Source: an optimization exercise on an open RTL-to-GDS flow (aim: small area). Production flows keep margins and buffers that such runs may drop. The RTL was checked by simulation tests, not by an equivalence proof against the original design. Power is estimated from default activity; no workload was simulated.

==> design/flow/flow/run.sh <==
#!/bin/bash
# The standard layout (standard.sh) with these changes to how it is made:
#  - synthesis is the standard synthesis script, but ABC maps with an
#    area-oriented script (flow/area.abc, no delay target) and no full/half
#    adder extraction runs before it; registers are mapped exactly as in the
#    standard synthesis;
#  - the clock tree is built from clkbuf_4 cells, without dummy loads;
#  - port buffers are buf_1 cells.
# Each tool's full output goes to flow.log, next to ORFS's own logs in orfs/.
set -euo pipefail
W=$(pwd)
CTS_BUFS=${CTS_BUFS:-"sky130_fd_sc_hd__clkbuf_4"}
CTS_CLUSTER=${CTS_CLUSTER:-"-sink_clustering_size 30 -sink_clustering_max_diameter 100"}
# ORFS's synth.tcl with the ABC script replaced and its -D delay target dropped
sed "/synth_preamble.tcl/a set abc_args [lreplace \$abc_args 1 1 $W/flow/area.abc]\nset i [lsearch -exact \$abc_args -D]\nif {\$i >= 0} { set abc_args [lreplace \$abc_args \$i [expr {\$i + 1}]] }" \
  "$FLOW_HOME/scripts/synth.tcl" > "$W/orfs_synth.tcl"
sed "s#\$::env(SCRIPTS_DIR)/synth.tcl#$W/orfs_synth.tcl#" "$W/synth_recipe.tcl" > "$W/own_synth.tcl"
bash standard.sh \
  SYNTH_SCRIPT="$W/own_synth.tcl" \
  ADDER_MAP_FILE= \
  "CTS_ARGS=-sink_clustering_enable -repair_clock_nets -buf_list $CTS_BUFS $CTS_CLUSTER -dont_use_dummy_load" \
  "BUFFER_PORTS_ARGS=-buffer_cell sky130_fd_sc_hd__buf_1" \
  finish > flow.log 2>&1
==> design/flow/flow/area.abc <==
strash
&get -n
&fraig -x
&put
scorr
dc2
strash
&get -n
&dch -f
&nf -R 1000
&put
==> design/flow/standard.sh <==
#!/bin/bash
# synth_recipe.tcl (not shown) runs the flow's synth.tcl, then flattens the netlist and writes it again
# the make line also repeats each setting of config.mk as NAME=value (left out here)
make -C /OpenROAD-flow-scripts/flow DESIGN_CONFIG=/design/flow/config.mk WORK_HOME=/design/flow/orfs CLKGATE_MAP_FILE= SYNTH_SCRIPT=/design/flow/synth_recipe.tcl "${@:-finish}"
==> design/flow/config.mk <==
export PLATFORM = sky130hd
export DESIGN_NAME = MouseTransceiver
export DESIGN_NICKNAME = MouseTransceiver
export VERILOG_FILES = /design/flow/design.v
export SDC_FILE = /design/flow/constraint.sdc
export NUM_CORES = 4
export LEC_CHECK = 0
export CAP_MARGIN = 20
export CORE_MARGIN = 2
export CORE_UTILIZATION = 60
export SLEW_MARGIN = 20
==> design/flow/constraint.sdc <==
create_clock -name core_clock -period 10.0 [get_ports {CLK}]
set_input_delay 2.0000 -clock core_clock [delete_from_list [all_inputs] [get_ports {CLK}]]
set_output_delay 2.0000 -clock core_clock [all_outputs]
set_load 0.01 [all_outputs]
==> design/flow/design.v <==
`timescale 1ns / 1ps
module MouseTransmitter(
	input 		RESET,
	input 		CLK,
	input [5:0] STATE,
	output 		CLK_MOUSE_OUT_EN,
	output 		DATA_MOUSE_OUT,
	output 		DATA_MOUSE_OUT_EN
);
	reg       DataOut;
	wire       send  = STATE[5];
	wire       is_f4 = STATE[4];
	wire [3:0] ts    = STATE[3:0];
	wire       bit_zero = is_f4 & ((ts[2:0] == 3'd0) | (ts[2:0] == 3'd1) | (ts[2:0] == 3'd3));
	always @(posedge CLK) begin
		if (RESET | ~send)
			DataOut <= 1'b0;
		else if (ts[3])
			DataOut <= ~bit_zero;
		else if (ts == 4'd5)
			DataOut <= ~is_f4;
		else
			DataOut <= (ts == 4'd6);
	end
	assign CLK_MOUSE_OUT_EN  = send & (ts == 4'd0);
	assign DATA_MOUSE_OUT_EN = send & (ts[3] | ts[2]);
	assign DATA_MOUSE_OUT    = DataOut;
endmodule
`timescale 1ns / 1ps
module MouseReceiver(
	input 				RESET,
	input 				CLK,
	input 				FALL,			 
	input 				DATA_MOUSE_IN,
	input 				READ_ENABLE,
	input 				SHIFT_IN,		 
	output 				START,			 
	output 				SHIFT,			 
	output [2:0] 		BIT_INDEX,
	output [7:0] 		BYTE_READ,
	output 				BYTE_ERROR,		 
	output 				BYTE_READY
);
	localparam [3:0] S_B8 = 4'd8, S_PAR = 4'd9, S_STOP = 4'd10, S_DONE = 4'd11,
	                 S_READY = 4'd12, S_IDLE = 4'd13;
	reg [3:0]  State;
	reg [7:0]  ShiftReg;
	reg        Err;
	reg [15:0] Tmo;
	wire       timeout = (Tmo == 16'h18fa);	 
	wire       in_bits = ~State[3];			 
	wire       idle    = (State == S_READY) | (State == S_IDLE);
	wire       s_par   = (State == S_PAR);
	wire       s_stop  = (State == S_STOP);
	assign START = idle & READ_ENABLE & FALL & ~DATA_MOUSE_IN;
	assign SHIFT = FALL & in_bits;
	wire       tmo_clr = FALL & ((~timeout & (in_bits | s_par)) | s_stop);
	wire       tmo_fb  = Tmo[15] ^ Tmo[14] ^ Tmo[12] ^ Tmo[3] ^ (Tmo[14:0] == 15'h2aaa);
	always @(posedge CLK) begin
		if (RESET | tmo_clr)
			Tmo <= 16'd0;
		else
			Tmo <= {~Tmo[14:0], tmo_fb};
	end
	wire [3:0] inc = {State[3] ^ (&State[2:0]), State[2] ^ (&State[1:0]),
	                  State[1] ^ State[0], ~State[0]};
	always @(posedge CLK) begin
		if (RESET)
			State <= S_IDLE;
		else if (idle)
			State <= START ? 4'd0 : S_IDLE;
		else if (State <= S_PAR) begin
			if (timeout)
				State <= S_IDLE;
			else if ((State == S_B8) | FALL)
				State <= inc;
		end else if (s_stop) begin
			if (FALL)
				State <= S_DONE;
		end else if (State == S_DONE)
			State <= S_READY;
		else
			State <= S_IDLE;
	end
	always @(posedge CLK)
		if (SHIFT)
			ShiftReg <= {SHIFT_IN, ShiftReg[7:1]};
	always @(posedge CLK) begin
		if (idle)
			Err <= 1'b1;
		else if (FALL & (in_bits | s_par))
			Err <= Err ^ DATA_MOUSE_IN;
		else if (FALL & s_stop)
			Err <= Err | ~DATA_MOUSE_IN;
	end
	assign BIT_INDEX  = State[2:0];
	assign BYTE_READY = (State == S_READY);
	assign BYTE_READ  = ShiftReg;
	assign BYTE_ERROR = Err;
endmodule
`timescale 1ns / 1ps
module MouseMasterSM(
	input 			CLK,
	input 			RESET,
	input 			FALL,			 
	input 			CLK_MOUSE_IN,	 
	input 			DATA_MOUSE_IN,
	output [5:0] 	STATE,
	output 			READ_ENABLE,
	input [7:0] 	BYTE_READ,
	input 			BYTE_ERROR,
	input 			BYTE_READY,
	output 			STATUS_LOAD,	 
	output 			DX_LOAD,		 
	output 			ADD_X,			 
	output 			ADD_Y,			 
	output 			SEND_INTERRUPT
);
	localparam [5:0] S0 = 6'd0, PRE_FF = 6'd1, BS_FF = 6'd2, S12 = 6'd4,
	                 PRE_F4 = 6'd17, BS_F4 = 6'd18,
	                 S3 = 6'd8, S4 = 6'd9, S5 = 6'd10, S8 = 6'd11, S9 = 6'd12, S9I = 6'd13,
	                 S10 = 6'd14, S11 = 6'd15;
	localparam [3:0] T_LOW = 4'd0, T_WDATA = 4'd1, T_WCLK = 4'd2, T_WBOTH = 4'd3,
	                 T_START = 4'd4, T_PAR = 4'd5, T_STOP = 4'd6, T_REL = 4'd7;
	reg [5:0]  State;
	reg [22:0] Cnt;
	reg        ReadEnable;
	wire good = BYTE_READY & ~BYTE_ERROR;
	wire send = State[5];
	wire [3:0] ts = State[3:0];
	wire s9 = (State[5:1] == 5'b00110);		 
	wire pre = (State[5] == 1'b0) & (State[3:0] == 4'd1);
	wire low = send & (ts == T_LOW);
	wire wait_done = ((Cnt & 23'h6fffc8) == 23'h6d6e08);	 
	wire tmo_done  = ((Cnt & 23'h7ffffc) == 23'h01df9c);	 
	wire pre_done  = ((Cnt & 23'h400002) == 23'h000002);	 
	wire low_done  = ((Cnt & 23'h7f6240) == 23'h646040);	 
	wire cnt_run = ((State == S0) & ~wait_done)
	             | (s9 & ~BYTE_READY & ~tmo_done)
	             | pre
	             | (low & ~low_done);
	always @(posedge CLK) begin
		if (RESET | ~cnt_run)
			Cnt <= 23'd0;
		else
			Cnt <= {~Cnt[21:0], Cnt[22] ^ Cnt[17]};
	end
	wire [2:0] bit_inc = {ts[2] ^ (&ts[1:0]), ts[1] ^ ts[0], ~ts[0]};
	always @(posedge CLK) begin
		if (RESET)
			State <= S0;
		else if (send) begin
			if (ts[3]) begin
				if (FALL) State[3:0] <= (ts[2:0] == 3'd7) ? T_PAR : {1'b1, bit_inc};
			end else case (ts[2:0])
				T_LOW:   if (low_done) State[3:0] <= T_START;
				T_START: if (FALL) State[3:0] <= 4'd8;
				T_PAR:   if (FALL) State[3:0] <= T_STOP;
				T_STOP:  if (FALL) State[3:0] <= T_REL;
				T_REL:   State[3:0] <= T_WDATA;
				T_WDATA: if (~DATA_MOUSE_IN) State[3:0] <= T_WCLK;
				T_WCLK:  if (~CLK_MOUSE_IN) State[3:0] <= T_WBOTH;
				default: if (DATA_MOUSE_IN & CLK_MOUSE_IN) State <= {1'b0, State[4], 4'b0010};	 
			endcase
		end else case (State)
			S0:     if (wait_done) State <= PRE_FF;
			PRE_FF, PRE_F4:
			        if (pre_done) State <= {1'b1, State[4], 4'b0000};	 
			BS_FF:  State <= S3;
			S3:     if (BYTE_READY) State <= (good & (BYTE_READ == 8'hFA)) ? S4 : S0;
			S4:     if (BYTE_READY) State <= (good & (BYTE_READ == 8'hAA)) ? S5 : S0;
			S5:     if (BYTE_READY) State <= (good & (BYTE_READ == 8'h00)) ? PRE_F4 : S0;
			BS_F4:  State <= S8;
			S8:     if (BYTE_READY) State <= (good & (BYTE_READ == 8'hFA)) ? S9 : S0;
			S9, S9I:
			        if (BYTE_READY) State <= good ? S10 : S0;
			        else if (tmo_done) State <= S0;
			        else State <= S9;
			S10:    if (BYTE_READY) State <= good ? S11 : S0;
			S11:    if (BYTE_READY) State <= good ? S12 : S0;
			S12:    State <= S9I;
			default: State <= S0;
		endcase
	end
	always @(posedge CLK) begin
		if (RESET)
			ReadEnable <= 1'b0;
		else
			ReadEnable <= (State[5:3] == 3'b001);	 
	end
	assign STATE          = State;
	assign READ_ENABLE    = ReadEnable;
	assign STATUS_LOAD    = s9 & good;
	assign DX_LOAD        = (State == S10) & good;
	assign ADD_X          = (State == S10);
	assign ADD_Y          = (State == S11);
	assign SEND_INTERRUPT = (State == S9I);
endmodule
`timescale 1ns / 1ps
module SevenSegmentDisplay(
	input 			       CLK,
	input 			       RESET,
	input       [3:0]	   DIGIT1, DIGIT2, DIGIT3, DIGIT4,
    output reg	[3:0]	   SEG_SELECT_OUT,
    output reg  [7:0]      HEX_OUT
);
	reg [1:0]  Sel;
	reg [3:0]  Bin;
	reg [17:0] Cnt;
	wire last = ((Cnt & 18'h3ffbf) == 18'h21e84);	 
	always @(posedge CLK) begin
		if (RESET) begin
			Sel <= 2'd0;
			Bin <= 4'd0;
			Cnt <= 18'd0;
		end else if (last) begin
			Sel <= {Sel[1] ^ Sel[0], ~Sel[0]};
			Cnt <= 18'd0;
		end else begin
			Cnt <= {~Cnt[16:0], Cnt[17] ^ Cnt[10]};
			case (Sel)
				2'd0: Bin <= DIGIT1;
				2'd1: Bin <= DIGIT2;
				2'd2: Bin <= DIGIT3;
				2'd3: Bin <= DIGIT4;
			endcase
		end
	end
	localparam [15:0] SEG0 = 16'h2812;
	localparam [15:0] SEG1 = 16'hd860;
	localparam [15:0] SEG2 = 16'hd004;
	localparam [15:0] SEG3 = 16'h8692;
	localparam [15:0] SEG4 = 16'h02ba;
	localparam [15:0] SEG5 = 16'h208e;
	localparam [15:0] SEG6 = 16'h1083;
	always @* begin
		HEX_OUT[0] = SEG0[Bin];
		HEX_OUT[1] = SEG1[Bin];
		HEX_OUT[2] = SEG2[Bin];
		HEX_OUT[3] = SEG3[Bin];
		HEX_OUT[4] = SEG4[Bin];
		HEX_OUT[5] = SEG5[Bin];
		HEX_OUT[6] = SEG6[Bin];
		HEX_OUT[7] = 1'b1;
		case (Sel)
			2'd0: SEG_SELECT_OUT = 4'b1110;
			2'd1: SEG_SELECT_OUT = 4'b1101;
			2'd2: SEG_SELECT_OUT = 4'b1011;
			default: SEG_SELECT_OUT = 4'b0111;
		endcase
	end
endmodule
`timescale 1ns / 1ps
module MouseTransceiver(
	input 			RESET,
	input 			CLK,
	input 			CLK_MOUSE_IN,		 
	output 			CLK_MOUSE_OUT_EN,	 
	input 			DATA_MOUSE_IN,		 
	output 			DATA_MOUSE_OUT,		 
	output 			DATA_MOUSE_OUT_EN,	 
        output  [3:0] SEG_SELECT_OUT,
        output  [7:0] HEX_OUT,
        output  [1:0] LED_OUT
);
	reg       ClkMouseIn;
	reg       ClkLast;
	reg [2:0] ClkRun;		 
	reg       ClkMouseInDly;
	wire      run_full = &ClkRun;
	always @(posedge CLK) begin
		if (RESET)
			ClkMouseIn <= 1'b0;
		else if (run_full)
			ClkMouseIn <= ClkLast;
	end
	always @(posedge CLK) begin
		if (~RESET) begin
			ClkLast <= CLK_MOUSE_IN;
			if (CLK_MOUSE_IN != ClkLast)
				ClkRun <= 3'd0;
			else if (~run_full)
				ClkRun <= {ClkRun[2] ^ (&ClkRun[1:0]), ClkRun[1] ^ ClkRun[0], ~ClkRun[0]};
		end
	end
	always @(posedge CLK)
		ClkMouseInDly <= ClkMouseIn;
	wire Fall = ClkMouseInDly & ~ClkMouseIn;
	wire [5:0]		MasterState;
	MouseTransmitter T(
					.RESET (RESET),
					.CLK(CLK),
					.STATE(MasterState),
					.CLK_MOUSE_OUT_EN(CLK_MOUSE_OUT_EN),
					.DATA_MOUSE_OUT(DATA_MOUSE_OUT),
					.DATA_MOUSE_OUT_EN(DATA_MOUSE_OUT_EN)
	);
	wire 			ReadEnable;
	wire [7:0] 		ByteRead;
	wire 			ByteError;
	wire 			ByteReady;
	wire 			RxStart, RxShift, ShiftIn;
	wire [2:0] 		BitIndex;
	MouseReceiver R(
					.RESET(RESET),
					.CLK(CLK),
					.FALL(Fall),
					.DATA_MOUSE_IN(DATA_MOUSE_IN),
					.READ_ENABLE(ReadEnable),
					.SHIFT_IN(ShiftIn),
					.START(RxStart),
					.SHIFT(RxShift),
					.BIT_INDEX(BitIndex),
					.BYTE_READ(ByteRead),
					.BYTE_ERROR(ByteError),
					.BYTE_READY(ByteReady)
	);
	wire 			StatusLoad, DxLoad, AddX, AddY, SendInterrupt;
	MouseMasterSM MSM(
					.RESET(RESET),
					.CLK(CLK),
					.FALL(Fall),
					.CLK_MOUSE_IN(ClkMouseIn),
					.DATA_MOUSE_IN(DATA_MOUSE_IN),
					.STATE(MasterState),
					.READ_ENABLE(ReadEnable),
					.BYTE_READ(ByteRead),
					.BYTE_ERROR(ByteError),
					.BYTE_READY(ByteReady),
					.STATUS_LOAD(StatusLoad),
					.DX_LOAD(DxLoad),
					.ADD_X(AddX),
					.ADD_Y(AddY),
					.SEND_INTERRUPT(SendInterrupt)
	);
	reg [7:0] MouseX;
	reg [6:0] MouseY;
	reg [7:0] NextX;		 
	reg [3:0] Status;		 
	reg       Carry;
	reg [1:0] Led;
	wire       SignY = Status[2];
	wire       Add   = AddX | AddY;
	wire       Ovf   = AddX ? NextX[1] : Status[3];
	wire       Sign  = AddX ? NextX[0] : SignY;
	wire       MoveBit = Ovf ? ~Sign : DATA_MOUSE_IN;
	wire       PosBit  = AddX ? MouseX[BitIndex] : ((BitIndex != 3'd7) & MouseY[BitIndex[2:0]]);
	assign     ShiftIn = Add ? (MoveBit ^ PosBit ^ Carry) : DATA_MOUSE_IN;
	always @(posedge CLK) begin
		if (RxStart)
			Carry <= 1'b0;
		else if (RxShift)
			Carry <= (MoveBit & PosBit) | (Carry & (MoveBit | PosBit));
	end
	always @(posedge CLK) begin
		if (StatusLoad) begin
			Status <= {ByteRead[7], ByteRead[5], ByteRead[1:0]};
			NextX[1:0] <= {ByteRead[6], ByteRead[4]};
		end
		if (DxLoad)
			NextX <= (Carry ^ NextX[0]) ? 8'd0 :
			         (~NextX[0] & ByteRead[7] & (ByteRead[6] | ByteRead[5])) ? 8'd159 : ByteRead;
	end
	always @(posedge CLK) begin
		if (RESET) begin
			Led    <= 2'd0;
			MouseX <= 8'd80;
			MouseY <= 7'd60;
		end else if (SendInterrupt) begin
			Led    <= Status[1:0];
			MouseX <= NextX;
			MouseY <= (Carry ^ SignY) ? 7'd0 :
			          (~SignY & (ByteRead[7] | (&ByteRead[6:3]))) ? 7'd119 : ByteRead[6:0];
		end
	end
	SevenSegmentDisplay SevenSeg(
					.CLK(CLK),
					.RESET(RESET),
					.HEX_OUT(HEX_OUT),
					.SEG_SELECT_OUT(SEG_SELECT_OUT),
					.DIGIT1(MouseY[3:0]),
					.DIGIT2({1'b0, MouseY[6:4]}),
					.DIGIT3(MouseX[3:0]),
					.DIGIT4(MouseX[7:4])
	);
	assign LED_OUT = Led;
endmodule
==> impl_metrics.env, run 1 <==
export IMPL_status="complete, no violations"
export IMPL_min_from="MSM.Cnt[0]"
export IMPL_via_per_inst=5.94
export IMPL_port_buffers=19
export IMPL_cp_end_kind="output pin"
export IMPL_clockBufferDepth=2
export IMPL_cts_resized=0
export IMPL_dr_total_vias=4052
export IMPL_cts_sinks=120
export IMPL_yosysTopAreaCell="dfxtp_1"
export IMPL_min_period_over_period=0.393
export IMPL_seqCellArea_mm2=0.00264
export IMPL_synth_area_top_cells="dfxtp_1 (40%), edfxtp_1 (15%), nor2_1 (8.1%)"
export IMPL_htreeDepth=4
export IMPL_cts_buffers=17
export IMPL_leakagePower_nw=1.84
export IMPL_cts_setup_buffers=0
export IMPL_synth_avg_cell_area_um2=8.88
export IMPL_ff2ff_path_depth=7
export IMPL_ys_types=47
export IMPL_synth_cells=543
export IMPL_cts_root_buf="clkbuf_4"
export IMPL_clock_latency_ps=510
export IMPL_drt_wl_total_um=10500
export IMPL_yosysWarnings=5
export IMPL_worstHoldPathType="flop to flop"
export IMPL_ys_flop_type="dfxtp_1"
export IMPL_power_density_mw_per_mm2=198
export IMPL_r2r_slack_ps=7460
export IMPL_area_growth_pct=7.06
export IMPL_yosysSeqAreaShare=0.548
export IMPL_startpoint_type="flop"
export IMPL_dp_hpwl_um=7380
export IMPL_crit_required_ps=8000
export IMPL_cts_clk_slew_worst_paths_ps=90
export IMPL_grt_max_degree=41
export IMPL_layout_drive_gt1_share=0.0362
export IMPL_die_h_um=93.7
export IMPL_hold_end="MSM.Cnt[1]"
export IMPL_die_area_mm2=0.00877
export IMPL_place_area_mm2=0.00503
export IMPL_rows=32
export IMPL_syn_num_nets=547
export IMPL_drt_pass1_iterations=5
export IMPL_synth_most_common_cell="nor2_1"
export IMPL_drt_iter0_drc=339
export IMPL_cts_tree="built"
export IMPL_hold_viol_final=0
export IMPL_ios=21
export IMPL_grtUsageTotal=0.260
export IMPL_r2r_end="MSM.State[2]"
export IMPL_die_x_um=93.7
export IMPL_async_flop_share=0
export IMPL_rr_startpoint="R.State[2]"
export IMPL_coreArea_mm2=0.00777
export IMPL_wl_per_cell_um=15.4
export IMPL_routabilityCongestion=1.05
export IMPL_n_antenna_cell=0
export IMPL_slew_headroom=0.457
export IMPL_crit_arrival_ps=1930
export IMPL_final_nets=586
export IMPL_syn_area_mm2=0.00482
export IMPL_hold_buffers=0
export IMPL_rsz0062_at_grt="no"
export IMPL_num_fill_cells=652
export IMPL_ant_nets=0
export IMPL_worst_pin_slew_ps=811
export IMPL_ys_seq_elements=120
export IMPL_max_freq_mhz=254
export IMPL_post_place_cells=665
export IMPL_drv_cap=0
export IMPL_critPathMaxFanout=6
export IMPL_finalSetupViolations=0
export IMPL_tns_ps=0
export IMPL_min_period_ps=3930
export IMPL_hold_depth=1
export IMPL_crit_type="flop to output pin"
export IMPL_grt_pass1_vias=3868
export IMPL_slew_violations=0
export IMPL_multi_input_area_mm2=0.00212
export IMPL_synth_top_area_frac=0.398
export IMPL_design_area_mm2=0.00516
export IMPL_peakVddDrop_mv=0.123
export IMPL_grt_pass1_wl_um=17700
export IMPL_antenna_found_initial=0
export IMPL_fin_skew_ps=46.6
export IMPL_synthTopCellsByCount="nor2_1 (104), dfxtp_1 (96), nand2_1 (74), a21oi_1 (48), o21ai_0 (30)"
export IMPL_final_cells=682
export IMPL_route_detailed_drc=0
export IMPL_finish_utilization=0.665
export IMPL_synth_edf_count=24
export IMPL_p_total_w=0.00102
export IMPL_grt_ovfl_total=0
export IMPL_initial_utilization=0.621
[stage by stage]
step	setup WS (ps)	hold WS, ps
6_report	6070	353
5_1_grt	5790	376
4_1_cts	6050	362
3_5_place_dp	6480	381
3_3_place_gp	6470	369
2_1_floorplan	6780	368
[kinds of logic (layout without fill, tap and decap cells)]
family                 count (synthesis)  in the layout  synth area share
other                                  1              1          0.000777
AND/OR/NAND/NOR                      269            269             0.258
AO/OA/AOI/OAI                        121            121             0.151
flip-flops                           120            120             0.548
buffers and inverters                 17             54            0.0140
XOR/XNOR                              13             13            0.0236
multiplexers                           2              2           0.00441
[sequential cells by signal (all words and copies together) (netlist names), 2 cells and up]
| name | flops |
|---|---|
| MouseX | 8 |
| Status | 4 |
| R.State | 4 |
| R.ShiftReg | 8 |
| MouseY | 7 |
| MSM.State | 6 |
| NextX | 8 |
| ClkRun | 3 |
| Led | 2 |
| R.Tmo | 16 |
| MSM.Cnt | 23 |
| SevenSeg.Cnt | 18 |
| SevenSeg.Sel | 2 |
| SevenSeg.Bin | 4 |
[cell type report]
class	count	share of cell area
Clock buffer	17	0.0247
Sequential cell	120	0.512
Multi-Input combinational cell	406	0.410
Tap cell	102	0.0247
Timing Repair Buffer	21	0.0170
Inverter	16	0.0116
[how the worst max path moves through the flow]
stage / startpoint / end / slack [ps] / cells after the start
6_report: SevenSeg.Bin[2] / HEX_OUT[0] / 6070 / 7
5_1_grt: SevenSeg.Bin[2] / HEX_OUT[0] / 5790 / 7
4_1_cts: SevenSeg.Bin[2] / HEX_OUT[0] / 6050 / 7
3_5_place_dp: RESET / R.Tmo[7] / 6480 / 6
3_3_place_gp: RESET / R.Tmo[0] / 6470 / 6
2_1_floorplan: SevenSeg.Bin[2] / HEX_OUT[0] / 6780 / 6
[cell usage in the layout, fill, tap and decap left out, drive strengths merged, types with 16 or more instances in the layout]
master / instances
clkinv: 16
nand3: 16
buf: 20
o21ai: 30
nand2: 74
clkbuf: 18
dfxtp: 96
a21oi: 48
nor2: 104
edfxtp: 24
[critical path, stage by stage (launching register included)]
cell	delay, ps
dfxtp_1	430
clkinv_1	190
nor2_1	270
clkinv_1	110
o22ai_1	130
nor2_1	50
a21oi_1	120
buf_1	160
[per-layer routing]
layer / vias up / global-route usage / routed length (um) / share of wire
met5: - / 0 / 0 / 0
met2: 160 / 0.410 / 4780 / 0.46
met4: 0 / 0.116 / 251 / 0.024
met3: 24 / 0.0722 / 665 / 0.063
li1: 2013 / - / - / -
met1: 1855 / 0.336 / 4810 / 0.46
[where the power goes]
part           switching (W)  internal [W]  total, W  leakage, nW
clock network       0.000144     0.0000776  0.000222       0.0782
registers          0.0000654      0.000559  0.000625         1.01
logic               0.000107     0.0000706  0.000178        0.749
==> run 2, diff against run 1 <==
==> design/flow/flow/run.sh (replaced) <==
#!/bin/bash
# The standard layout (standard.sh) with these changes to how it is made:
#  - synthesis is the standard synthesis script, but ABC maps with an
#    area-oriented script (flow/area.abc) and no full/half-adder extraction
#    runs before it; registers are mapped exactly as in the standard synthesis;
#  - the clock tree uses clkbuf cells named in CTS_BUFS, in large clusters,
#    without dummy loads;
#  - port buffers are buf_1 cells.
# Each tool's full output goes to flow.log, next to ORFS's own logs in orfs/.
set -euo pipefail
W=$(pwd)
CTS_BUFS=${CTS_BUFS:-"sky130_fd_sc_hd__clkbuf_4"}
CTS_CLUSTER=${CTS_CLUSTER:-"-sink_clustering_size 30 -sink_clustering_max_diameter 100"}
sed "/synth_preamble.tcl/a set abc_args [lreplace \$abc_args 1 1 $W/flow/area.abc]" \
  "$FLOW_HOME/scripts/synth.tcl" > "$W/orfs_synth.tcl"
sed "s#\$::env(SCRIPTS_DIR)/synth.tcl#$W/orfs_synth.tcl#" "$W/synth_recipe.tcl" > "$W/own_synth.tcl"
bash standard.sh \
  SYNTH_SCRIPT="$W/own_synth.tcl" \
  ADDER_MAP_FILE= \
  "CTS_ARGS=-sink_clustering_enable -repair_clock_nets -buf_list $CTS_BUFS $CTS_CLUSTER -dont_use_dummy_load" \
  "BUFFER_PORTS_ARGS=-buffer_cell sky130_fd_sc_hd__buf_1" \
  finish > flow.log 2>&1
==> run 2 against run 1 <==
  * First-iteration DRC count stayed put
  * Fmax stayed put
  * Final cell count stayed put
  * Clock-buffer cell count stayed put
  * Still clean
  * Via count is the same
  * Synthesized area is the same
==> impl_metrics.env, run 2 <==
export IMPL_peakVddDrop_mv=0.123
export IMPL_drt_iter0_drc=339
export IMPL_ys_flop_type="dfxtp_1"
export IMPL_die_area_mm2=0.00877
export IMPL_yosysSeqAreaShare=0.548
export IMPL_clockBufferDepth=2
export IMPL_ff2ff_path_depth=7
export IMPL_drt_wl_total_um=10500
export IMPL_synth_most_common_cell="nor2_1"
export IMPL_yosysWarnings=5
export IMPL_min_from="MSM.Cnt[0]"
export IMPL_grt_pass1_vias=3868
export IMPL_wl_per_cell_um=15.4
export IMPL_worstHoldPathType="flop to flop"
export IMPL_worst_pin_slew_ps=811
export IMPL_crit_required_ps=8000
export IMPL_synth_area_top_cells="dfxtp_1 (40%), edfxtp_1 (15%), nor2_1 (8.1%)"
export IMPL_hold_buffers=0
export IMPL_area_growth_pct=7.06
export IMPL_power_internal_w=0.000708
export IMPL_drt_pass1_iterations=5
export IMPL_min_period_over_period=0.393
export IMPL_slowest_stage="dfxtp_1"
export IMPL_yosysTopAreaCell="dfxtp_1"
export IMPL_rr_startpoint="R.State[2]"
export IMPL_die_h_um=93.7
export IMPL_cts_buffers=17
export IMPL_largestRegisters="MSM.Cnt (23), SevenSeg.Cnt (18), R.Tmo (16)"
export IMPL_largest_reg_flops=23
export IMPL_clock_latency_ps=510
export IMPL_die_x_um=93.7
export IMPL_hold_depth=1
export IMPL_ys_seq_elements=120
export IMPL_slew_headroom=0.457
export IMPL_finish_utilization=0.665
export IMPL_grt_max_degree=41
export IMPL_finalSetupViolations=0
export IMPL_fin_skew_ps=46.6
export IMPL_min_period_ps=3930
export IMPL_critPathMaxFanout=6
export IMPL_slew_violations=0
export IMPL_syn_num_nets=547
export IMPL_ant_nets=0
export IMPL_ys_types=47
export IMPL_status="complete, no violations"
export IMPL_cts_tree="built"
export IMPL_drv_cap=0
export IMPL_cts_sinks=120
export IMPL_max_freq_mhz=254
export IMPL_pwr_share_clk=0.217
export IMPL_r2r_slack_ps=7460
export IMPL_path_delay_family="buffers and inverters"
export IMPL_cp_cell_sequence="clkinv_1 -> nor2_1 -> clkinv_1 -> o22ai_1 -> nor2_1 -> a21oi_1 -> buf_1"
export IMPL_cts_clk_slew_worst_paths_ps=90
export IMPL_cts_resized=0
export IMPL_htreeDepth=4
export IMPL_power_density_mw_per_mm2=198
export IMPL_layout_cells_most_common="nor2_1"
export IMPL_grtUsageTotal=0.260
export IMPL_synth_cells=543
export IMPL_swShare=0.310
export IMPL_layout_drive_gt1_share=0.0362
export IMPL_routabilityCongestion=1.05
export IMPL_hold_viol_final=0
export IMPL_hold_end="MSM.Cnt[1]"
export IMPL_coreArea_mm2=0.00777
export IMPL_dr_total_vias=4052
export IMPL_top_register="MSM.Cnt"
export IMPL_cts_setup_buffers=0
export IMPL_cts_root_buf="clkbuf_4"
export IMPL_rsz0062_at_grt="no"
export IMPL_async_flop_share=0
export IMPL_ios=21
export IMPL_pwr_share_seq=0.610
export IMPL_crit_arrival_ps=1930
export IMPL_layout_common_cells="nor2_1 (104), dfxtp_1 (96), nand2_1 (74)"
export IMPL_port_buffers=19
export IMPL_synthTopCellsByCount="nor2_1 (104), dfxtp_1 (96), nand2_1 (74), a21oi_1 (48), o21ai_0 (30)"
export IMPL_grt_pass1_wl_um=17700
export IMPL_synth_edf_count=24
export IMPL_antenna_found_initial=0
export IMPL_synth_avg_cell_area_um2=8.88
export IMPL_p_sw_w=0.000317
export IMPL_r2r_end="MSM.State[2]"
export IMPL_synth_top_area_frac=0.398
export IMPL_leakagePower_nw=1.84
export IMPL_num_fill_cells=652
export IMPL_crit_buf_inv=3
export IMPL_via_per_inst=5.94
export IMPL_syn_area_mm2=0.00482
export IMPL_final_cells=682
export IMPL_cp_end_kind="output pin"
export IMPL_combPwrFrac=0.174
export IMPL_max_stage_delay_ps=430
export IMPL_crit_type="flop to output pin"
export IMPL_initial_utilization=0.621
export IMPL_n_antenna_cell=0
export IMPL_startpoint_type="flop"
export IMPL_rows=32
export IMPL_tns_ps=0
export IMPL_post_place_cells=665
export IMPL_grt_ovfl_total=0
export IMPL_final_nets=586
export IMPL_route_detailed_drc=0
export IMPL_dp_hpwl_um=7380
[run 2: cell counts after synthesis]
Identical to the previous run, type by type.
[run 2: kinds of logic (layout without fill, tap and decap cells)]
kind of cell / Yosys count / in the layout / synth area share
AOI/OAI and AO/OA: 121 / 121 / 0.151
xor gates and xnor gates: 13 / 13 / 0.0236
buffers and inverters: 17 / 54 / 0.0140
DFF: 120 / 120 / 0.548
muxes: 2 / 2 / 0.00441
other: 1 / 1 / 0.000777
and+or+nand+nor: 269 / 269 / 0.258
[run 2: worst max-delay path by stage]
stage          slack, ps  cells past startpoint          to            start
3_5_place_dp        6480                      6    R.Tmo[7]            RESET
4_1_cts             6050                      7  HEX_OUT[0]  SevenSeg.Bin[2]
6_report            6070                      7  HEX_OUT[0]  SevenSeg.Bin[2]
3_3_place_gp        6470                      6    R.Tmo[0]            RESET
5_1_grt             5790                      7  HEX_OUT[0]  SevenSeg.Bin[2]
2_1_floorplan       6780                      6  HEX_OUT[0]  SevenSeg.Bin[2]
[run 2: area by class of cell]
class | instances | area, um^2 | share of cell area
Sequential cell | 120 | 2640 | 0.512
Timing Repair Buffer | 21 | 87.6 | 0.0170
Tap cell | 102 | 128 | 0.0247
Clock buffer | 17 | 128 | 0.0247
Multi-Input combinational cell | 406 | 2120 | 0.410
Inverter | 16 | 60.1 | 0.0116
[run 2: power groups by stage]
| stage | sequential (W) | clock (W) | combinational (W) |
|---|---|---|---|
| final | 0.000625 | 0.000222 | 0.000178 |
| after global routing | 0.000637 | 0.000247 | 0.000201 |
| after CTS | 0.000625 | 0.000227 | 0.000176 |
| after detailed placement | 0.000635 | 0 | 0.000176 |
| after global placement | 0.000634 | 0 | 0.000171 |
| after floorplan | 0.000615 | 0 | 0.000139 |
[run 2: layer usage]
metal / up-vias / part of all wire / global-route usage
li1: 2013 / - / -
met1: 1855 / 0.46 / 0.336
met2: 160 / 0.46 / 0.410
met3: 24 / 0.063 / 0.0722
met4: 0 / 0.024 / 0.116
met5: - / 0 / 0
[run 2: stage by stage]
stage | hold WS (ps) | setup slack, ps | power, W | instance area (um^2)
after floorplan | 368 | 6780 | 0.000754 | 4820
after global placement | 369 | 6470 | 0.000805 | 5030
after detailed placement | 381 | 6480 | 0.000811 | 5030
after CTS | 362 | 6050 | 0.00103 | 5160
after global routing | 376 | 5790 | 0.00109 | 5160
final | 353 | 6070 | 0.00102 | 5160
==> run 3, diff against run 2 <==
==> design/flow/flow/run.sh (replaced) <==
#!/bin/bash
# The standard layout (standard.sh) with these changes to how it is made:
#  - synthesis is the standard synthesis script, except that no full/half
#    adder extraction runs before ABC and ABC maps with an area-oriented script
#    and no delay target. Several such scripts (flow/abc_*.txt) are tried, and
#    the one whose netlist has the least cell area is kept. Registers are
#    mapped exactly as in the standard synthesis: ABC only sees the logic
#    between them;
#  - the clock tree is built from clkbuf_4 cells, without dummy loads;
#  - port buffers are buf_1 cells.
# Each tool's full output goes to flow.log, next to ORFS's own logs in orfs/.
set -euo pipefail
W=$(pwd)
LOG=$W/flow.log
: > "$LOG"
STAT=$W/orfs/reports/sky130hd/MouseTransceiver/base/synth_stat.txt
VARS=(ADDER_MAP_FILE=
  "CTS_ARGS=-sink_clustering_enable -repair_clock_nets -buf_list sky130_fd_sc_hd__clkbuf_4 -sink_clustering_size 30 -sink_clustering_max_diameter 100 -dont_use_dummy_load"
  "BUFFER_PORTS_ARGS=-buffer_cell sky130_fd_sc_hd__buf_1")

# ORFS's synth.tcl with the ABC script replaced and its -D delay target dropped,
# and the standard flow's synthesis script sourcing it
make_synth_script() {
  sed "/synth_preamble.tcl/a set abc_args [lreplace \$abc_args 1 1 $1]\nset i [lsearch -exact \$abc_args -D]\nif {\$i >= 0} { set abc_args [lreplace \$abc_args \$i [expr {\$i + 1}]] }" \
    "$FLOW_HOME/scripts/synth.tcl" > "$W/orfs_synth.tcl"
  sed "s#\$::env(SCRIPTS_DIR)/synth.tcl#$W/orfs_synth.tcl#" "$W/synth_recipe.tcl" > "$W/own_synth.tcl"
}

best=""
best_area=""
first=1
for s in "$W"/flow/abc_*.txt; do
  make_synth_script "$s"
  if [[ $first == 1 ]]; then
    bash standard.sh SYNTH_SCRIPT="$W/own_synth.tcl" "${VARS[@]}" synth >> "$LOG" 2>&1
    first=0
  else
    bash standard.sh SYNTH_SCRIPT="$W/own_synth.tcl" "${VARS[@]}" do-yosys >> "$LOG" 2>&1
  fi
  area=$(awk '/Chip area for module/ {print $NF}' "$STAT")
  echo "ABC script $(basename "$s"): cell area $area" >> "$LOG"
  if [[ -z "$best" ]] || awk -v a="$area" -v b="$best_area" 'BEGIN { exit !(a < b) }'; then
    best=$s
    best_area=$area
  fi
done
echo "keeping ABC script $(basename "$best") ($best_area)" >> "$LOG"
make_synth_script "$best"
bash standard.sh SYNTH_SCRIPT="$W/own_synth.tcl" "${VARS[@]}" do-yosys >> "$LOG" 2>&1
bash standard.sh SYNTH_SCRIPT="$W/own_synth.tcl" "${VARS[@]}" finish >> "$LOG" 2>&1
==> design/flow/flow/abc_s11.txt (new file) <==
strash
&get -n
&fraig -x
&put
scorr
dc2
strash
balance
rewrite
refactor
balance
rewrite
rewrite -z
balance
refactor -z
rewrite -z
balance
&get -n
&dch -f
&nf -R 1000
&put
==> design/flow/flow/abc_s12.txt (new file) <==
strash
&get -n
&fraig -x
&put
scorr
dc2
strash
&get -n
&dch -f
&nf -R 1000
&put
&get -n
&st
&dch -f
&nf -R 1000
&put
==> design/flow/flow/abc_s14.txt (new file) <==
strash
&get -n
&fraig -x
&put
scorr
dc2
strash
&get -n
&dch -f
&nf -R 1000 -p
&put
==> design/flow/flow/abc_s4.txt (new file) <==
&get -n
&st
&dch
&nf -R 1000
&put
==> design/flow/flow/abc_s7.txt (new file) <==
strash
&get -n
&fraig -x
&put
scorr
dc2
strash
&get -n
&dch -f
&nf -R 1000
&put
==> design/flow/flow/abc_s8.txt (new file) <==
&get -n
&st
&dch
&nf -R 1000
&st
&dch
&nf -R 1000
&st
&dch
&nf -R 1000
&put
removed: design/flow/flow/area.abc
==> run 3 against run 2 <==
  * Clock power about the same
  * Sequential power barely moved
  * Total power grew 0.37%
  * Wire length increased by 1.1%
  * Worst setup slack improved by 91 ps
  * Still clean on timing, DRC and antenna
  * Core utilization increased by 0.34 points
  * Clock-buffer cell count unchanged
  * Register-to-register slack worse by 40 ps
  * Combinational power rose by 3%
==> impl_metrics.env, run 3 <==
export IMPL_pre_cts_slack_ps=6510
export IMPL_status="complete, no violations"
export IMPL_grtUsageTotal=0.258
export IMPL_worstHoldPathType="flop to flop"
export IMPL_ys_seq_elements=120
export IMPL_drt_iter0_drc=276
export IMPL_swShare=0.311
export IMPL_slowest_stage="dfxtp_1"
export IMPL_synth_area_top_cells="dfxtp_1 (40%), edfxtp_1 (15%), nor2_1 (6.9%)"
export IMPL_max_stage_delay_ps=480
export IMPL_drt_pass1_iterations=4
export IMPL_timing_hold_ws_ps=386
export IMPL_route_detailed_drc=0
export IMPL_layout_drive_gt1_share=0.0399
export IMPL_dr_total_vias=4060
export IMPL_layout_common_cells="dfxtp_1 (96), nor2_1 (89), nand2_1 (70)"
export IMPL_final_nets=583
export IMPL_clockBufferDepth=2
export IMPL_synth_most_common_cell="dfxtp_1"
export IMPL_multi_input_area_mm2=0.00212
export IMPL_crit_arrival_ps=1840
export IMPL_leakagePower_nw=1.82
export IMPL_port_buffers=19
export IMPL_antenna_found_initial=0
export IMPL_routabilityCongestion=0.904
export IMPL_worst_pin_slew_ps=784
export IMPL_pwr_share_clk=0.214
export IMPL_ios=21
export IMPL_cp_end_kind="output pin"
export IMPL_crit_buf_inv=1
export IMPL_min_period_ps=3840
export IMPL_ant_nets=0
export IMPL_seqCellArea_mm2=0.00264
export IMPL_cts_sinks=120
export IMPL_layout_cells_most_common="dfxtp_1"
export IMPL_die_area_mm2=0.00875
export IMPL_syn_num_nets=542
export IMPL_die_x_um=93.5
export IMPL_async_flop_share=0
export IMPL_n_antenna_cell=0
export IMPL_hold_buffers=0
export IMPL_synth_top_area_frac=0.400
export IMPL_grt_max_degree=42
export IMPL_coreArea_mm2=0.00773
export IMPL_cts_root_buf="clkbuf_4"
export IMPL_path_delay_family="simple AND/OR/NAND/NOR gates"
export IMPL_max_freq_mhz=260
export IMPL_rows=32
export IMPL_drt_wl_total_um=10600
export IMPL_dp_hpwl_um=7450
export IMPL_synthTopCellsByCount="dfxtp_1 (96), nor2_1 (89), nand2_1 (70), a21oi_1 (51), o21ai_0 (35)"
export IMPL_initial_utilization=0.622
export IMPL_fin_ws_ps=6160
export IMPL_design_area_mm2=0.00516
export IMPL_crit_type="flop to output pin"
export IMPL_synth_avg_cell_area_um2=8.94
export IMPL_largestRegisters="MSM.Cnt (23), SevenSeg.Cnt (18), R.Tmo (16)"
export IMPL_fin_skew_ps=35.8
export IMPL_num_fill_cells=652
export IMPL_top_register="MSM.Cnt"
export IMPL_syn_area_mm2=0.00481
export IMPL_cts_resized=0
export IMPL_min_period_over_period=0.384
export IMPL_yosysWarnings=5
export IMPL_crit_required_ps=8000
export IMPL_synth_edf_count=24
export IMPL_power_internal_w=0.000709
export IMPL_cts_buffers=17
export IMPL_slew_violations=0
export IMPL_slew_headroom=0.475
export IMPL_p_sw_w=0.000319
export IMPL_largest_reg_flops=23
export IMPL_ys_flop_type="dfxtp_1"
export IMPL_htreeDepth=4
export IMPL_via_per_inst=5.98
export IMPL_cts_setup_buffers=0
export IMPL_cp_cell_sequence="nor2b_1 -> nand2_1 -> o22ai_1 -> buf_1"
export IMPL_drv_cap=0
export IMPL_ys_types=48
export IMPL_wl_per_cell_um=15.6
export IMPL_cts_tree="built"
export IMPL_grt_pass1_vias=3759
export IMPL_rsz0062_at_grt="no"
export IMPL_cts_clk_slew_worst_paths_ps=70
export IMPL_combPwrFrac=0.178
export IMPL_area_growth_pct=7.39
export IMPL_pwr_share_seq=0.608
export IMPL_power_density_mw_per_mm2=199
export IMPL_tns_ps=0
export IMPL_die_h_um=93.5
export IMPL_finalSetupViolations=0
export IMPL_grt_pass1_wl_um=17700
export IMPL_startpoint_type="flop"
export IMPL_place_area_mm2=0.00504
export IMPL_synth_cells=538
export IMPL_yosysSeqAreaShare=0.550
export IMPL_clock_latency_ps=500
export IMPL_peakVddDrop_mv=0.123
export IMPL_grt_ovfl_total=0
export IMPL_yosysTopAreaCell="dfxtp_1"
export IMPL_critPathMaxFanout=10
export IMPL_hold_viol_final=0
-- run 3: area by class of cell --
| cell class | instances | share of cell area |
|---|---|---|
| well taps | 102 | 0.0247 |
| multi-input cells | 406 | 0.411 |
| flip-flops and latches | 120 | 0.512 |
| repair buffers | 23 | 0.0199 |
| clock buffers | 17 | 0.0247 |
| inverters | 11 | 0.00800 |
-- run 3: per-stage QoR --
stage	std cells	total power, W	util
3_5_place_dp	662	0.000815	0.652
6_report	679	0.00103	0.668
4_1_cts	679	0.00103	0.668
5_1_grt	679	0.00109	0.668
3_3_place_gp	662	0.000807	0.652
2_1_floorplan	538	0.000756	-
-- run 3: kinds of logic (layout without fill, tap and decap cells) --
logic type	count (synthesis)	after routing	synth area share
DFF	120	120	0.550
and+or+nand+nor	264	264	0.258
buffers and inverters	12	51	0.0101
other	1	1	0.000780
AOI/OAI and AO/OA	129	129	0.159
muxes	2	2	0.00442
xor gates and xnor gates	10	10	0.0182
-- run 3: path summary, 6_finish.rpt --
| kind | from | to | slack [ps] | depth (start not counted) |
|---|---|---|---|---|
| worst min register to register | MSM.Cnt[0] | MSM.Cnt[1] | 390 | 1 |
| worst max register to register | MSM.State[0] | MSM.State[3] | 7420 | 8 |
| worst max-delay path | SevenSeg.Bin[2] | HEX_OUT[6] | 6160 | 4 |
| worst min-delay path | MSM.Cnt[0] | MSM.Cnt[1] | 390 | 1 |
-- run 3: routing by layer --
layer / routed length, um / vias up / global-route usage
met5: 0 / - / 0
met4: 161 / 0 / 0.0870
met3: 564 / 20 / 0.0661
met2: 4840 / 132 / 0.400
met1: 5060 / 1891 / 0.354
li1: - / 2017 / -
-- run 3: power by group through the flow --
stage,registers [W],clock network [W],logic [W]
after global routing,0.000636,0.000243,0.000210
after detailed placement,0.000635,0,0.000180
after CTS,0.000624,0.000226,0.000181
after floorplan,0.000615,0,0.000141
after global placement,0.000633,0,0.000174
final,0.000625,0.000221,0.000183
==> run 4, diff against run 3 <==
--- a/design/flow/config.mk
+++ b/design/flow/config.mk
@@ -8,4 +8,5 @@
 export CAP_MARGIN = 20
 export CORE_MARGIN = 2
 export CORE_UTILIZATION = 60
+export GPL_TIMING_DRIVEN = 0
 export SLEW_MARGIN = 20
==> run 4 against run 3 <==
  * Still clean
  * Register-to-register slack better by 20 ps
  * Clock skew is 8.0 ps higher
  * Core utilization is 0.57 points higher
  * Clock power hardly changed
  * Clock-buffer cell count stayed put
  * Combinational power is 5% higher
  * Worst hold slack better by 3.5 ps
  * Synthesized area stayed put
  * Flip-flop and latch count stayed put
  * Sequential power hardly changed
  * Via count is 0.67% higher
  * Largest cell class unchanged
  * Highest routed layer unchanged
==> impl_metrics.env, run 4 <==
export IMPL_top_register="MSM.Cnt"
export IMPL_synth_cells=538
export IMPL_final_cells=680
export IMPL_grtUsageTotal=0.252
export IMPL_routabilityCongestion=0.857
export IMPL_critPathMaxFanout=10
export IMPL_finalSetupViolations=0
export IMPL_antenna_found_initial=0
export IMPL_grt_pass1_vias=3676
export IMPL_cts_clk_slew_worst_paths_ps=110
export IMPL_area_growth_pct=8.30
export IMPL_yosysTopAreaCell="dfxtp_1"
export IMPL_slew_headroom=0.458
export IMPL_synth_area_top_cells="dfxtp_1 (40%), edfxtp_1 (15%), nor2_1 (6.9%)"
export IMPL_largestRegisters="MSM.Cnt (23), SevenSeg.Cnt (18), R.Tmo (16)"
export IMPL_worstHoldPathType="flop to flop"
export IMPL_port_buffers=19
export IMPL_largest_reg_flops=23
export IMPL_hold_viol_final=0
export IMPL_initial_utilization=0.622
export IMPL_layout_drive_gt1_share=0.0433
export IMPL_synth_most_common_cell="dfxtp_1"
export IMPL_cts_root_buf="clkbuf_4"
export IMPL_drv_cap=0
export IMPL_grt_max_degree=27
export IMPL_crit_required_ps=8000
export IMPL_syn_area_mm2=0.00481
export IMPL_max_freq_mhz=264
export IMPL_synth_avg_cell_area_um2=8.94
export IMPL_ff2ff_path_depth=7
export IMPL_power_density_mw_per_mm2=200
export IMPL_yosysWarnings=5
export IMPL_fin_skew_ps=43.8
export IMPL_clockBufferDepth=2
export IMPL_layout_common_cells="dfxtp_1 (96), nor2_1 (89), nand2_1 (70)"
export IMPL_drt_wl_total_um=10400
export IMPL_final_nets=584
export IMPL_rows=32
export IMPL_post_place_cells=663
export IMPL_cts_sinks=120
export IMPL_grt_ovfl_total=0
export IMPL_p_total_w=0.00104
export IMPL_wl_per_cell_um=15.3
export IMPL_hold_depth=1
export IMPL_dr_total_vias=4087
export IMPL_min_period_ps=3790
export IMPL_worst_pin_slew_ps=813
export IMPL_startpoint_type="flop"
export IMPL_die_area_mm2=0.00875
export IMPL_tns_ps=0
export IMPL_synthTopCellsByCount="dfxtp_1 (96), nor2_1 (89), nand2_1 (70), a21oi_1 (51), o21ai_0 (35)"
export IMPL_ys_types=48
export IMPL_yosysSeqAreaShare=0.550
export IMPL_grt_pass1_wl_um=17300
export IMPL_cp_end_kind="output pin"
export IMPL_synth_edf_count=24
export IMPL_crit_arrival_ps=1790
export IMPL_min_period_over_period=0.379
export IMPL_cts_setup_buffers=0
export IMPL_rsz0062_at_grt="no"
export IMPL_cts_resized=0
export IMPL_synth_top_area_frac=0.400
export IMPL_ys_seq_elements=120
export IMPL_ios=21
export IMPL_via_per_inst=6.01
export IMPL_coreArea_mm2=0.00773
export IMPL_syn_num_nets=542
export IMPL_cts_tree="built"
export IMPL_leakagePower_nw=1.84
export IMPL_drt_iter0_drc=248
export IMPL_status="complete, no violations"
export IMPL_place_area_mm2=0.00508
export IMPL_die_h_um=93.5
export IMPL_layout_cells_most_common="dfxtp_1"
export IMPL_design_area_mm2=0.00521
export IMPL_ys_flop_type="dfxtp_1"
export IMPL_route_detailed_drc=0
export IMPL_n_antenna_cell=0
export IMPL_dp_hpwl_um=7240
export IMPL_cts_buffers=17
export IMPL_hold_buffers=0
export IMPL_die_x_um=93.5
export IMPL_slew_violations=0
export IMPL_ant_nets=0
export IMPL_async_flop_share=0
export IMPL_clock_latency_ps=510
export IMPL_crit_type="flop to output pin"
export IMPL_htreeDepth=4
export IMPL_drt_pass1_iterations=8
export IMPL_peakVddDrop_mv=0.174
run 4: logic make-up (layout without fill, tap and decap cells):
logic type,count (synthesis),in the layout,synth area share
mux,2,2,0.00442
simple gates,264,264,0.258
flops,120,120,0.550
other cells,1,1,0.000780
xor+xnor,10,10,0.0182
compound gates,129,129,0.159
buf+inv,12,52,0.0101
run 4: worst max-delay path: stages (launching register included):
cell and delay [ps]:
dfxtp_1 470, nor2b_1 360, a211oi_1 90, a211oi_1 210, buf_1 170
run 4: final cells by class:
type,instances,area (um^2)
sequential,120,2640
fill,662,2520
multi-input combinational,406,2140
clock buffer,17,128
tap,102,128
timing repair buffer,23,124
inverter,11,41.3
buffer,1,7.51
run 4: power by group:
| group | internal [W] | switching [W] | total, W |
|---|---|---|---|
| Clock | 0.0000777 | 0.000144 | 0.000222 |
| Combinational | 0.0000763 | 0.000116 | 0.000192 |
| Sequential | 0.000559 | 0.0000662 | 0.000625 |
| Total | 0.000713 | 0.000327 | 0.00104 |
run 4: final timing paths:
kind                         from  slack (ps)       endpoint
setup / recovery  SevenSeg.Bin[2]        6210     HEX_OUT[3]
hold / removal        MSM.Cnt[10]         390    MSM.Cnt[11]
setup reg to reg     MSM.State[1]        7440  R.ShiftReg[7]
hold reg to reg       MSM.Cnt[10]         390    MSM.Cnt[11]
run 4: metrics by stage:
stage	hold slack (ps)	util	worst slack, ps
floorplan	368	-	6840
CTS	393	0.674	6190
global route	406	0.674	6020
global placement	369	0.648	4770
finish	390	0.674	6210
detailed placement	382	0.657	6370
run 4: per-layer routing:
| layer | global-route usage | vias to the layer above | wire length (um) |
|---|---|---|---|
| li1 | - | 2014 | - |
| met4 | 0.0723 | 0 | 128 |
| met2 | 0.388 | 132 | 4800 |
| met5 | 0 | - | 0 |
| met1 | 0.355 | 1928 | 4850 |
| met3 | 0.0612 | 13 | 631 |
==> run 5, diff against run 4 <==
--- a/design/flow/flow/run.sh
+++ b/design/flow/flow/run.sh
@@ -15,7 +15,7 @@
 : > "$LOG"
 STAT=$W/orfs/reports/sky130hd/MouseTransceiver/base/synth_stat.txt
 VARS=(ADDER_MAP_FILE=
-  "CTS_ARGS=-sink_clustering_enable -repair_clock_nets -buf_list sky130_fd_sc_hd__clkbuf_4 -sink_clustering_size 30 -sink_clustering_max_diameter 100 -dont_use_dummy_load"
+  "CTS_ARGS=-sink_clustering_enable -repair_clock_nets -buf_list sky130_fd_sc_hd__clkbuf_4 -dont_use_dummy_load"
   "BUFFER_PORTS_ARGS=-buffer_cell sky130_fd_sc_hd__buf_1")
 
 # ORFS's synth.tcl with the ABC script replaced and its -D delay target dropped,
--- a/design/flow/config.mk
+++ b/design/flow/config.mk
@@ -8,5 +8,4 @@
 export CAP_MARGIN = 20
 export CORE_MARGIN = 2
 export CORE_UTILIZATION = 60
-export GPL_TIMING_DRIVEN = 0
 export SLEW_MARGIN = 20
==> run 5 against run 4 <==
  * Wire length increased by 2.1%
  * Still clean
  * Clock-buffer cell count did not move
  * Global-route usage is 0.62 points higher
  * Final area is 0.84% lower
  * Critical endpoint is now HEX_OUT[6]
  * Critical path type unchanged
  * Highest routed layer unchanged
==> impl_metrics.env, run 5 <==
export IMPL_finalSetupViolations=0
export IMPL_swShare=0.311
export IMPL_grt_pass1_vias=3759
export IMPL_power_internal_w=0.000709
export IMPL_worst_pin_slew_ps=784
export IMPL_grt_max_degree=42
export IMPL_fin_ws_ps=6160
export IMPL_largestRegisters="MSM.Cnt (23), SevenSeg.Cnt (18), R.Tmo (16)"
export IMPL_p_sw_w=0.000319
export IMPL_dp_hpwl_um=7450
export IMPL_fin_skew_ps=35.8
export IMPL_ant_nets=0
export IMPL_dr_total_vias=4060
export IMPL_synth_area_top_cells="dfxtp_1 (40%), edfxtp_1 (15%), nor2_1 (6.9%)"
export IMPL_crit_required_ps=8000
export IMPL_synth_top_area_frac=0.400
export IMPL_worstHoldPathType="flop to flop"
export IMPL_die_area_mm2=0.00875
export IMPL_port_buffers=19
export IMPL_combPwrFrac=0.178
export IMPL_slew_headroom=0.475
export IMPL_place_area_mm2=0.00504
export IMPL_min_period_ps=3840
export IMPL_pre_cts_slack_ps=6510
export IMPL_cts_root_buf="clkbuf_4"
export IMPL_cts_buffers=17
export IMPL_cts_resized=0
export IMPL_ys_types=48
export IMPL_rows=32
export IMPL_via_per_inst=5.98
export IMPL_pwr_share_seq=0.608
export IMPL_ios=21
export IMPL_cts_clk_slew_worst_paths_ps=70
export IMPL_ys_seq_elements=120
export IMPL_max_stage_delay_ps=480
export IMPL_startpoint_type="flop"
export IMPL_coreArea_mm2=0.00773
export IMPL_grtUsageTotal=0.258
export IMPL_synth_most_common_cell="dfxtp_1"
export IMPL_slowest_stage="dfxtp_1"
export IMPL_clock_latency_ps=500
export IMPL_drt_pass1_iterations=4
export IMPL_clockBufferDepth=2
export IMPL_seqCellArea_mm2=0.00264
export IMPL_yosysWarnings=5
export IMPL_synth_edf_count=24
export IMPL_synth_cells=538
export IMPL_synth_avg_cell_area_um2=8.94
export IMPL_tns_ps=0
export IMPL_hold_viol_final=0
export IMPL_num_fill_cells=652
export IMPL_hold_buffers=0
export IMPL_p_total_w=0.00103
export IMPL_initial_utilization=0.622
export IMPL_routabilityCongestion=0.904
export IMPL_drv_cap=0
export IMPL_htreeDepth=4
export IMPL_status="complete, no violations"
export IMPL_layout_common_cells="dfxtp_1 (96), nor2_1 (89), nand2_1 (70)"
export IMPL_yosysSeqAreaShare=0.550
export IMPL_rsz0062_at_grt="no"
export IMPL_min_period_over_period=0.384
export IMPL_largest_reg_flops=23
export IMPL_critPathMaxFanout=10
export IMPL_layout_cells_most_common="dfxtp_1"
export IMPL_syn_num_nets=542
export IMPL_leakagePower_nw=1.82
export IMPL_n_antenna_cell=0
export IMPL_drt_iter0_drc=276
export IMPL_area_growth_pct=7.39
export IMPL_layout_drive_gt1_share=0.0399
export IMPL_cp_end_kind="output pin"
export IMPL_final_nets=583
export IMPL_synthTopCellsByCount="dfxtp_1 (96), nor2_1 (89), nand2_1 (70), a21oi_1 (51), o21ai_0 (35)"
export IMPL_antenna_found_initial=0
export IMPL_slew_violations=0
export IMPL_cts_setup_buffers=0
export IMPL_die_x_um=93.5
export IMPL_drt_wl_total_um=10600
export IMPL_crit_type="flop to output pin"
export IMPL_cts_tree="built"
export IMPL_power_density_mw_per_mm2=199
export IMPL_design_area_mm2=0.00516
export IMPL_top_register="MSM.Cnt"
export IMPL_die_h_um=93.5
export IMPL_peakVddDrop_mv=0.123
export IMPL_multi_input_area_mm2=0.00212
export IMPL_yosysTopAreaCell="dfxtp_1"
export IMPL_grt_pass1_wl_um=17700
export IMPL_pwr_share_clk=0.214
export IMPL_cp_cell_sequence="nor2b_1 -> nand2_1 -> o22ai_1 -> buf_1"
export IMPL_crit_arrival_ps=1840
export IMPL_grt_ovfl_total=0
export IMPL_syn_area_mm2=0.00481
export IMPL_async_flop_share=0
export IMPL_wl_per_cell_um=15.6
export IMPL_max_freq_mhz=260
export IMPL_ys_flop_type="dfxtp_1"
export IMPL_cts_sinks=120
export IMPL_route_detailed_drc=0
## run 5: cell counts after synthesis
Identical to the previous run, type by type.
## run 5: path summary, 6_finish.rpt
| path | start | end | slack, ps | cells after the start |
|---|---|---|---|---|
| max | SevenSeg.Bin[2] | HEX_OUT[6] | 6160 | 4 |
| min | MSM.Cnt[0] | MSM.Cnt[1] | 390 | 1 |
| max reg2reg | MSM.State[0] | MSM.State[3] | 7420 | 8 |
| min reg2reg | MSM.Cnt[0] | MSM.Cnt[1] | 390 | 1 |
## run 5: layer usage
layer / track usage / up-vias / wire, um
met2: 0.400 / 132 / 4840
met5: 0 / - / 0
met4: 0.0870 / 0 / 161
li1: - / 2017 / -
met1: 0.354 / 1891 / 5060
met3: 0.0661 / 20 / 564
## run 5: area by class of cell
cell class / instances / area share
Sequential cell: 120 / 0.512
Clock buffer: 17 / 0.0247
Timing Repair Buffer: 23 / 0.0199
Tap cell: 102 / 0.0247
Inverter: 11 / 0.00800
Multi-Input combinational cell: 406 / 0.411
## run 5: metrics by stage
| step | util | hold WS [ps] | instances |
|---|---|---|---|
| floorplan | - | 368 | 538 |
| global route | 0.668 | 390 | 679 |
| global placement | 0.652 | 369 | 662 |
| finish | 0.668 | 386 | 679 |
| detailed placement | 0.652 | 384 | 662 |
| CTS | 0.668 | 389 | 679 |
## run 5: worst max-delay path: cells and delay by family (launching register included)
family          cells  cell delay (ps)
simple gates        2              510
flops               1              480
compound gates      1              220
buf+inv             1              170
## run 5: logic make-up after synthesis
kind of cell,after synthesis,synth area share
other,1,0.000780
DFF,120,0.550
muxes,2,0.00442
AOI/OAI and AO/OA,129,0.159
buffers and inverters,12,0.0101
and+or+nand+nor,264,0.258
xor gates and xnor gates,10,0.0182
## run 5: power groups by stage
stage	sequential, W	combinational, W	clock [W]
after floorplan	0.000615	0.000141	0
after global placement	0.000633	0.000174	0
after detailed placement	0.000635	0.000180	0
after CTS	0.000624	0.000181	0.000226
after global routing	0.000636	0.000210	0.000243
final	0.000625	0.000183	0.000221
==> run 6, diff against run 5 <==
--- a/design/flow/design.v
+++ b/design/flow/design.v
@@ -41,8 +41,8 @@
 	output 				BYTE_ERROR,		 
 	output 				BYTE_READY
 );
-	localparam [3:0] S_B8 = 4'd8, S_PAR = 4'd9, S_STOP = 4'd10, S_DONE = 4'd11,
-	                 S_READY = 4'd12, S_IDLE = 4'd13;
+	localparam [3:0] S_PAR = 4'd8, S_STOP = 4'd9, S_DONE = 4'd10,
+	                 S_READY = 4'd11, S_IDLE = 4'd12;
 	reg [3:0]  State;
 	reg [7:0]  ShiftReg;
 	reg        Err;
@@ -72,7 +72,7 @@
 		else if (State <= S_PAR) begin
 			if (timeout)
 				State <= S_IDLE;
-			else if ((State == S_B8) | FALL)
+			else if (FALL)
 				State <= inc;
 		end else if (s_stop) begin
 			if (FALL)
--- a/design/flow/flow/run.sh
+++ b/design/flow/flow/run.sh
@@ -15,7 +15,7 @@
 : > "$LOG"
 STAT=$W/orfs/reports/sky130hd/MouseTransceiver/base/synth_stat.txt
 VARS=(ADDER_MAP_FILE=
-  "CTS_ARGS=-sink_clustering_enable -repair_clock_nets -buf_list sky130_fd_sc_hd__clkbuf_4 -dont_use_dummy_load"
+  "CTS_ARGS=-sink_clustering_enable -repair_clock_nets -buf_list sky130_fd_sc_hd__clkbuf_4 -sink_clustering_size 30 -sink_clustering_max_diameter 100 -dont_use_dummy_load"
   "BUFFER_PORTS_ARGS=-buffer_cell sky130_fd_sc_hd__buf_1")
 
 # ORFS's synth.tcl with the ABC script replaced and its -D delay target dropped,
==> run 6 against run 5 <==
  * Still clean
  * Final cell count shrank 0.15%
  * Sequential power is essentially flat
  * Via count shrank 0.37%
  * Global-route usage shrank 0.69 points
  * Total power grew 0.11%
  * Wire length shrank 2.9%
  * Worst hold slack gained 3.6 ps
  * Fmax grew 2.9%
  * Largest power group unchanged
==> impl_metrics.env, run 6 <==
export IMPL_status="complete, no violations"
export IMPL_startpoint_type="flop"
export IMPL_cts_tree="built"
export IMPL_async_flop_share=0
export IMPL_synth_edf_count=24
export IMPL_multi_input_area_mm2=0.00213
export IMPL_seqCellArea_mm2=0.00264
export IMPL_rows=32
export IMPL_pre_cts_slack_ps=6330
export IMPL_finalSetupViolations=0
export IMPL_largestRegisters="MSM.Cnt (23), SevenSeg.Cnt (18), R.Tmo (16)"
export IMPL_htreeDepth=4
export IMPL_hold_buffers=0
export IMPL_die_h_um=93.7
export IMPL_layout_common_cells="nor2_1 (102), dfxtp_1 (96), nand2_1 (64)"
export IMPL_finish_utilization=0.665
export IMPL_cts_clk_slew_worst_paths_ps=110
export IMPL_synth_area_top_cells="dfxtp_1 (40%), edfxtp_1 (15%), nor2_1 (7.9%)"
export IMPL_clockBufferDepth=2
export IMPL_critPathMaxFanout=12
export IMPL_cts_root_buf="clkbuf_4"
export IMPL_layout_drive_gt1_share=0.0347
export IMPL_coreArea_mm2=0.00777
export IMPL_die_area_mm2=0.00877
export IMPL_synth_avg_cell_area_um2=8.95
export IMPL_die_x_um=93.7
export IMPL_via_per_inst=5.97
export IMPL_antenna_found_initial=0
export IMPL_port_buffers=19
export IMPL_fin_skew_ps=44.9
export IMPL_synth_top_area_frac=0.399
export IMPL_tns_ps=0
export IMPL_ys_types=49
export IMPL_power_density_mw_per_mm2=199
export IMPL_rsz0062_at_grt="no"
export IMPL_rr_startpoint="MSM.State[5]"
export IMPL_cts_buffers=17
export IMPL_max_freq_mhz=268
export IMPL_cts_resized=0
export IMPL_cts_setup_buffers=0
export IMPL_final_cells=678
export IMPL_grt_ovfl_total=0
export IMPL_final_nets=582
export IMPL_cp_end_kind="output pin"
export IMPL_synth_cells=539
export IMPL_ys_flop_type="dfxtp_1"
export IMPL_hold_viol_final=0
export IMPL_initial_utilization=0.621
export IMPL_slew_violations=0
export IMPL_drt_iter0_drc=306
export IMPL_grtUsageTotal=0.251
export IMPL_layout_cells_most_common="nor2_1"
export IMPL_min_period_ps=3730
export IMPL_min_period_over_period=0.373
export IMPL_area_growth_pct=7.06
export IMPL_r2r_slack_ps=7510
export IMPL_drv_cap=0
export IMPL_fin_ws_ps=6270
export IMPL_yosysTopAreaCell="dfxtp_1"
export IMPL_crit_required_ps=8000
export IMPL_dp_hpwl_um=7170
export IMPL_ys_seq_elements=120
export IMPL_timing_hold_ws_ps=390
export IMPL_syn_num_nets=543
export IMPL_grt_max_degree=38
export IMPL_min_from="MSM.Cnt[0]"
export IMPL_worst_pin_slew_ps=938
export IMPL_route_detailed_drc=0
export IMPL_cts_sinks=120
export IMPL_drt_wl_total_um=10300
export IMPL_grt_pass1_vias=3653
export IMPL_grt_pass1_wl_um=17300
export IMPL_n_antenna_cell=0
export IMPL_yosysSeqAreaShare=0.548
export IMPL_num_fill_cells=669
export IMPL_crit_type="flop to output pin"
export IMPL_post_place_cells=661
export IMPL_synth_most_common_cell="nor2_1"
export IMPL_worstHoldPathType="flop to flop"
export IMPL_leakagePower_nw=1.87
export IMPL_slew_headroom=0.373
export IMPL_largest_reg_flops=23
export IMPL_ios=21
export IMPL_crit_path_start="MSM.State[2]"
export IMPL_ant_nets=0
export IMPL_routabilityCongestion=0.976
export IMPL_wl_per_cell_um=15.2
export IMPL_peakVddDrop_mv=0.145
export IMPL_synthTopCellsByCount="nor2_1 (102), dfxtp_1 (96), nand2_1 (64), a21oi_1 (49), o21ai_0 (28)"
export IMPL_yosysWarnings=5
export IMPL_clock_latency_ps=490
export IMPL_top_register="MSM.Cnt"
export IMPL_crit_arrival_ps=1730
export IMPL_drt_pass1_iterations=7
export IMPL_syn_area_mm2=0.00482
export IMPL_dr_total_vias=4045
-- run 6: cell types whose count changed after synthesis, sizes merged, moves of 3 or more --
cell and delta:
nor2 +13, nand3 -7, o21ai -7, nand2 -6
nand2b +5, a211oi +4, and2 +4, nor3 +4
nor4 -4, a31o -3, a31oi -3, nor4b +3
-- run 6: kinds of logic after synthesis --
logic type / count (synthesis) / share of synthesized area
and+or+nand+nor: 269 / 0.262
other: 1 / 0.000778
AOI/OAI and AO/OA: 126 / 0.161
DFF: 120 / 0.548
buffers and inverters: 13 / 0.0109
xor gates and xnor gates: 10 / 0.0182
-- run 6: layer usage --
layer	routed length (um)	global-route usage	vias up
met5	0	0	-
met2	4680	0.409	151
met1	4790	0.335	1870
met4	158	0.0821	0
li1	-	-	2008
met3	687	0.0578	16
-- run 6: cell type report --
type,count,area share
well taps,102,0.0247
flip-flops and latches,120,0.512
clock buffers,17,0.0247
multi-input cells,406,0.413
inverters,12,0.00873
repair buffers,21,0.0167
-- run 6: through the flow --
step	total power [W]	area, um^2
global route	0.00110	5160
floorplan	0.000760	4820
finish	0.00103	5160
global placement	0.000812	5030
CTS	0.00103	5160
detailed placement	0.000816	5030
-- run 6: worst max-delay path, stage by stage (launching register included) --
cell and delay [ps]:
dfxtp_1 560, or2_0 320, and2_0 220, buf_1 160
-- run 6: path summary, 6_finish.rpt --
check,endpoint,depth (start not counted)
min reg2reg,MSM.Cnt[1],1
max reg2reg,R.ShiftReg[7],9
min,MSM.Cnt[1],1
max,DATA_MOUSE_OUT_EN,3
-- run 6: power by group --
group	internal, W	switching [W]
Combinational	0.0000738	0.000115
Sequential	0.000558	0.0000652
Clock	0.0000777	0.000140
Total	0.000709	0.000320

-- static timing again, ports no longer ideal --
The flow's constraints put no driver on any port. The routed layouts listed below were extracted and timed again, unchanged, in two steps. Step 1: set_driving_cell puts a clkbuf_16 on CLK and a buf_2 on each other input, an assumption about the parent block. Step 2 times the ports against the registers' clock, not the clock port: input delays grow and output delays shrink by t, the midpoint of the rising clock arrivals with the driver on. Slacks: ideal ports / drivers / drivers and shift; pairs: ideal ports / drivers.
run	t, ns	setup slack, ns	clock arrival spread, ns	worst slew at a driven data input, ns
run 1	0.517	6.067 / 6.037 / 6.457	0.047 / 0.046	0.03
run 2	0.517	6.067 / 6.037 / 6.457	0.047 / 0.046	0.03
run 3	0.510	6.159 / 6.127 / 6.472	0.037 / 0.037	0.04
run 4	0.518	6.209 / 6.174 / 6.371	0.045 / 0.046	0.04
run 5	0.510	6.159 / 6.127 / 6.472	0.037 / 0.037	0.04
run 6	0.497	6.267 / 6.237 / 6.316	0.045 / 0.044	0.03
After both steps setup and hold are still met in every run listed.
